What follows belongs to an exercise in optimizing a design on an open flow for small area and a short achievable clock period; a production flow would make more cautious choices.
In this exercise RTL edits were held to simulation tests only and were not proved equivalent to the original.
The flow treats the clock pin as an ideal source, which a real chip does not have.
No activity file was given, so power comes from the tool's default toggle rates.

==> flow/design.v (excerpt) <==
module pe (
    input               clk,
    input               rst,
    input  signed [7:0] weight,
    input  signed [7:0] inmap,
    input               inmap_vld,
    input               weight_vld,
    input  signed [7:0] bias,
    output signed [7:0] outmap,
    output              outmap_vld,
    output signed [15:0] outraw
);
clock: 10.5 ns
lec_check: 0
cap_margin: 20
core_margin: 2
core_utilization: 40
slew_margin: 70
synth_hierarchical: 1
synth_minimum_keep_size: 0
standard.sh (not shown) runs the stock make flow with config.mk's settings and CLKGATE_MAP_FILE= SYNTH_SCRIPT=/design/flow/synth_recipe.tcl, a recipe that flattens the netlist after the stock synthesis.
==> flow/flow/run.sh <==
#!/bin/bash
# Own layout flow: the standard ORFS layout (standard.sh, which also runs the standard
# synthesis) with two changes:
#  - port buffers are buf_1 instead of the buffer the port buffering picks by default
#    (every input and output port still gets its own buffer; the sizing may upsize it);
#  - before clock-tree synthesis, pre_cts.tcl runs a timing-driven sizing pass (gate
#    upsizing and pin swaps only) aiming at a worst slack SIZE_EXTRA_SLACK ns above the
#    placed one.
# The final report's power-grid check has failed now and then on a placement; if the run
# fails, it is redone from scratch with a slightly smaller sizing target. Each attempt's
# output is in standard_flow_<target>.log; ORFS's own logs are under orfs/logs.
set -uo pipefail
here=$(cd "$(dirname "$0")" && pwd)
export BUFFER_PORTS_ARGS="-buffer_cell sky130_fd_sc_hd__buf_1"
export PRE_CTS_TCL="$here/pre_cts.tcl"
for x in 0.45 0.40 0.35 0.30; do
  rm -rf orfs out/final.def
  if SIZE_EXTRA_SLACK=$x bash standard.sh > "standard_flow_$x.log" 2>&1 && [[ -f out/final.def ]]; then
    echo "layout done with sizing target +$x ns"
    exit 0
  fi
  echo "layout with sizing target +$x ns failed; see standard_flow_$x.log"
done
exit 1
==> flow/flow/pre_cts.tcl <==
# Timing-driven gate sizing before CTS: upsize gates and swap pins (no buffering) on the
# worst paths until the worst slack is SIZE_EXTRA_SLACK ns above what placement left.
estimate_parasitics -placement
set ws [worst_slack -max]
puts "pre_cts sizing: worst slack $ws, target [expr {$ws + $::env(SIZE_EXTRA_SLACK)}]"
repair_timing -setup -setup_margin [expr {$ws + $::env(SIZE_EXTRA_SLACK)}] \
  -sequence "sizeup,swap" -repair_tns 0 -verbose
puts "pre_cts sizing: worst slack now [worst_slack -max]"
Change:
==> flow/flow/run.sh (replaced) <==
#!/bin/bash
# Own layout flow: the standard ORFS layout (standard.sh) with two changes:
#  - port buffers use buf_2 instead of the buffer the port buffering picks by default
#    (every input and output port still gets its own buffer);
#  - before clock-tree synthesis, a timing-driven sizing pass (gate upsizing and pin
#    swaps only, no new buffers) aims at a worst slack somewhat above the placed one.
set -euo pipefail
here=$(cd "$(dirname "$0")" && pwd)
export BUFFER_PORTS_ARGS="-buffer_cell sky130_fd_sc_hd__buf_2"
export PRE_CTS_TCL="$here/pre_cts.tcl"
export SIZE_EXTRA_SLACK="${SIZE_EXTRA_SLACK:-0.35}"
bash standard.sh > standard_flow.log 2>&1
CORE_UTILIZATION = 55   (was 40)
SLEW_MARGIN = 60   (was 70)
The new run ran to the end with no violations.
Register-to-register slack gets better by 90 ps.
Count of clock-buffer cells in the layout went down by 1.
Setup slack gets worse by 33 ps.
Total power is about the same.
Synthesized area is unchanged.
Change:
==> flow/flow/run.sh (replaced) <==
#!/bin/bash
# Own layout flow: the standard ORFS layout (standard.sh, which also runs the standard
# synthesis) with two changes:
#  - port buffers are buf_1 instead of the buffer the port buffering picks by default
#    (every input and output port still gets its own buffer; the sizing may upsize it);
#  - before clock-tree synthesis, pre_cts.tcl runs a timing-driven sizing pass (gate
#    upsizing and pin swaps only) aiming at a worst slack SIZE_EXTRA_SLACK ns above the
#    placed one.
# The final report's power-grid check has failed now and then on a placement; if the run
# fails, it is redone from scratch with a slightly smaller sizing target. Each attempt's
# output is in standard_flow_<target>.log; ORFS's own logs are under orfs/logs.
set -uo pipefail
here=$(cd "$(dirname "$0")" && pwd)
export BUFFER_PORTS_ARGS="-buffer_cell sky130_fd_sc_hd__buf_1"
export PRE_CTS_TCL="$here/pre_cts.tcl"
for x in 0.45 0.40 0.35 0.30; do
  rm -rf orfs out/final.def
  if SIZE_EXTRA_SLACK=$x bash standard.sh > "standard_flow_$x.log" 2>&1 && [[ -f out/final.def ]]; then
    echo "layout done with sizing target +$x ns"
    exit 0
  fi
  echo "layout with sizing target +$x ns failed; see standard_flow_$x.log"
done
exit 1
CORE_UTILIZATION = 40   (was 55)
PLACE_DENSITY = 0.8   (was not set)
Outcome: Synthesized area stays the same; power shrinks by about 2.6%; core utilization shrinks by 18 points; register-to-register slack gets worse by 190 ps; setup slack gets worse by 370 ps; hold slack stays flat; cell count grows by about 7%; via count grows by about 6%; final area shrinks by 0.96%; die area grows by about 35%; global-route usage shrinks by 6.0 points.
Change:
==> flow/flow/run.sh (replaced) <==
#!/bin/bash
# Own layout flow: the standard ORFS layout (standard.sh) with two changes:
#  - port buffers use buf_2 instead of the buffer the port buffering picks by default
#    (every input and output port still gets its own buffer);
#  - before clock-tree synthesis, a timing-driven sizing pass (gate upsizing and pin
#    swaps only, no new buffers) aims at a worst slack somewhat above the placed one.
set -euo pipefail
here=$(cd "$(dirname "$0")" && pwd)
export BUFFER_PORTS_ARGS="-buffer_cell sky130_fd_sc_hd__buf_2"
export PRE_CTS_TCL="$here/pre_cts.tcl"
export SIZE_EXTRA_SLACK="${SIZE_EXTRA_SLACK:-0.35}"
bash standard.sh > standard_flow.log 2>&1
--- a/flow/flow/pre_cts.tcl
+++ b/flow/flow/pre_cts.tcl
@@ -5,4 +5,4 @@
 puts "pre_cts sizing: worst slack $ws, target [expr {$ws + $::env(SIZE_EXTRA_SLACK)}]"
 repair_timing -setup -setup_margin [expr {$ws + $::env(SIZE_EXTRA_SLACK)}] \
-  -sequence "sizeup,swap" -repair_tns 0 -verbose
+  -sequence "sizeup,swap,clone" -repair_tns 0 -verbose
 puts "pre_cts sizing: worst slack now [worst_slack -max]"
PLACE_DENSITY = not set   (was 0.8)
- The changed run went through all stages and came out clean
- via count fell by 3.8%
- count of clock-buffer cells in the layout came out higher by 1
- synthesized cell count is unchanged
- total power came out higher by 5.4%
- sequential cell count is unchanged
- die area is unchanged
- utilization came out higher by 1.8 points
Change:
==> flow/flow/run.sh (replaced) <==
#!/bin/bash
# Own layout flow: the standard ORFS layout (standard.sh, which also runs the standard
# synthesis) with two changes:
#  - port buffers are buf_1 instead of the buffer the port buffering picks by default
#    (every input and output port still gets its own buffer; the sizing may upsize it);
#  - before clock-tree synthesis, pre_cts.tcl runs a timing-driven sizing pass (gate
#    upsizing and pin swaps only) aiming at a worst slack SIZE_EXTRA_SLACK ns above the
#    placed one.
# The final report's power-grid check has failed now and then on a placement; if the run
# fails, it is redone from scratch with a slightly smaller sizing target. Each attempt's
# output is in standard_flow_<target>.log; ORFS's own logs are under orfs/logs.
set -uo pipefail
here=$(cd "$(dirname "$0")" && pwd)
export BUFFER_PORTS_ARGS="-buffer_cell sky130_fd_sc_hd__buf_1"
export PRE_CTS_TCL="$here/pre_cts.tcl"
for x in 0.45 0.40 0.35 0.30; do
  rm -rf orfs out/final.def
  if SIZE_EXTRA_SLACK=$x bash standard.sh > "standard_flow_$x.log" 2>&1 && [[ -f out/final.def ]]; then
    echo "layout done with sizing target +$x ns"
    exit 0
  fi
  echo "layout with sizing target +$x ns failed; see standard_flow_$x.log"
done
exit 1
--- a/flow/flow/pre_cts.tcl
+++ b/flow/flow/pre_cts.tcl
@@ -5,4 +5,4 @@
 puts "pre_cts sizing: worst slack $ws, target [expr {$ws + $::env(SIZE_EXTRA_SLACK)}]"
 repair_timing -setup -setup_margin [expr {$ws + $::env(SIZE_EXTRA_SLACK)}] \
-  -sequence "sizeup,swap,clone" -repair_tns 0 -verbose
+  -sequence "sizeup,swap" -repair_tns 0 -verbose
 puts "pre_cts sizing: worst slack now [worst_slack -max]"
CORE_UTILIZATION = 50   (was 40)
Outcome:
- synthesized area stays the same
- count of clock-buffer cells in the layout fell by 1
- routed wire length fell by a few percent
- clock skew rose by 4.6 ps
- first-iteration DRC count fell by about a fifth
- die area fell by about a fifth
- register-to-register slack improved by 100 ps
- final area fell by a few percent
- global-route usage rose by 3.1 points
Change:
==> flow/flow/run.sh (replaced) <==
#!/bin/bash
# Own layout flow: the standard ORFS layout, with port buffers of a small, fast buffer
# (buf_2) instead of the default the port buffering picks; every port still gets a buffer.
set -euo pipefail
export BUFFER_PORTS_ARGS="-buffer_cell sky130_fd_sc_hd__buf_2"
bash standard.sh > standard_flow.log 2>&1
CAP_MARGIN = 50   (was 20)
CORE_UTILIZATION = 40   (was 50)
SLEW_MARGIN = 75   (was 60)
removed: flow/flow/pre_cts.tcl
Die area goes up by 24%.
Routed wire length goes down by 1.1%.
Total power goes up by 2.7%.
Clock power goes down by 5.9%.
Global-route usage goes down by 3.6 points.
Via count goes down by 0.35%.
Setup slack is worse by 410 ps.
Clock-buffer cell count goes up by 1.
Area after synthesis stays the same.
First-iteration DRC count goes up by 12%.

-- what the ideal ports hide --
How much do the figures lean on ideal ports? The routed layouts below were timed once more, with nothing changed but the port constraints. Step 1 assumes that a clkbuf_16 drives the clock port and a buf_2 every other input. Step 2 moves the port delays by t, midway between the first and last clock arrival at a register: inputs arrive t later, outputs are due t later. That takes back most of the time a late clock gives input paths. a / b / c = ideal ports / drivers / drivers and shift; a / b = the first two.
| run | t, ns | setup WS [ns] | worst setup path at the end |
|---|---|---|---|
| the first run | 0.282 | 2.127 / 2.090 / 2.090 | input to output |
| the second run | 0.283 | 2.094 / 2.062 / 2.062 | input to output |
| the third run | 0.292 | 1.728 / 1.707 / 1.707 | input to output |
| the fourth run | 0.277 | 2.126 / 2.092 / 2.092 | input to output |
| the fifth run | 0.292 | 2.210 / 2.188 / 2.188 | input to output |
| the sixth run | 0.283 | 1.804 / 1.783 / 1.783 | input to output |
After both steps setup and hold are still met in every run listed. The setup slack of the first run, which loses most, moves by -0.037 ns with the drivers and by -0.037 ns with both steps.
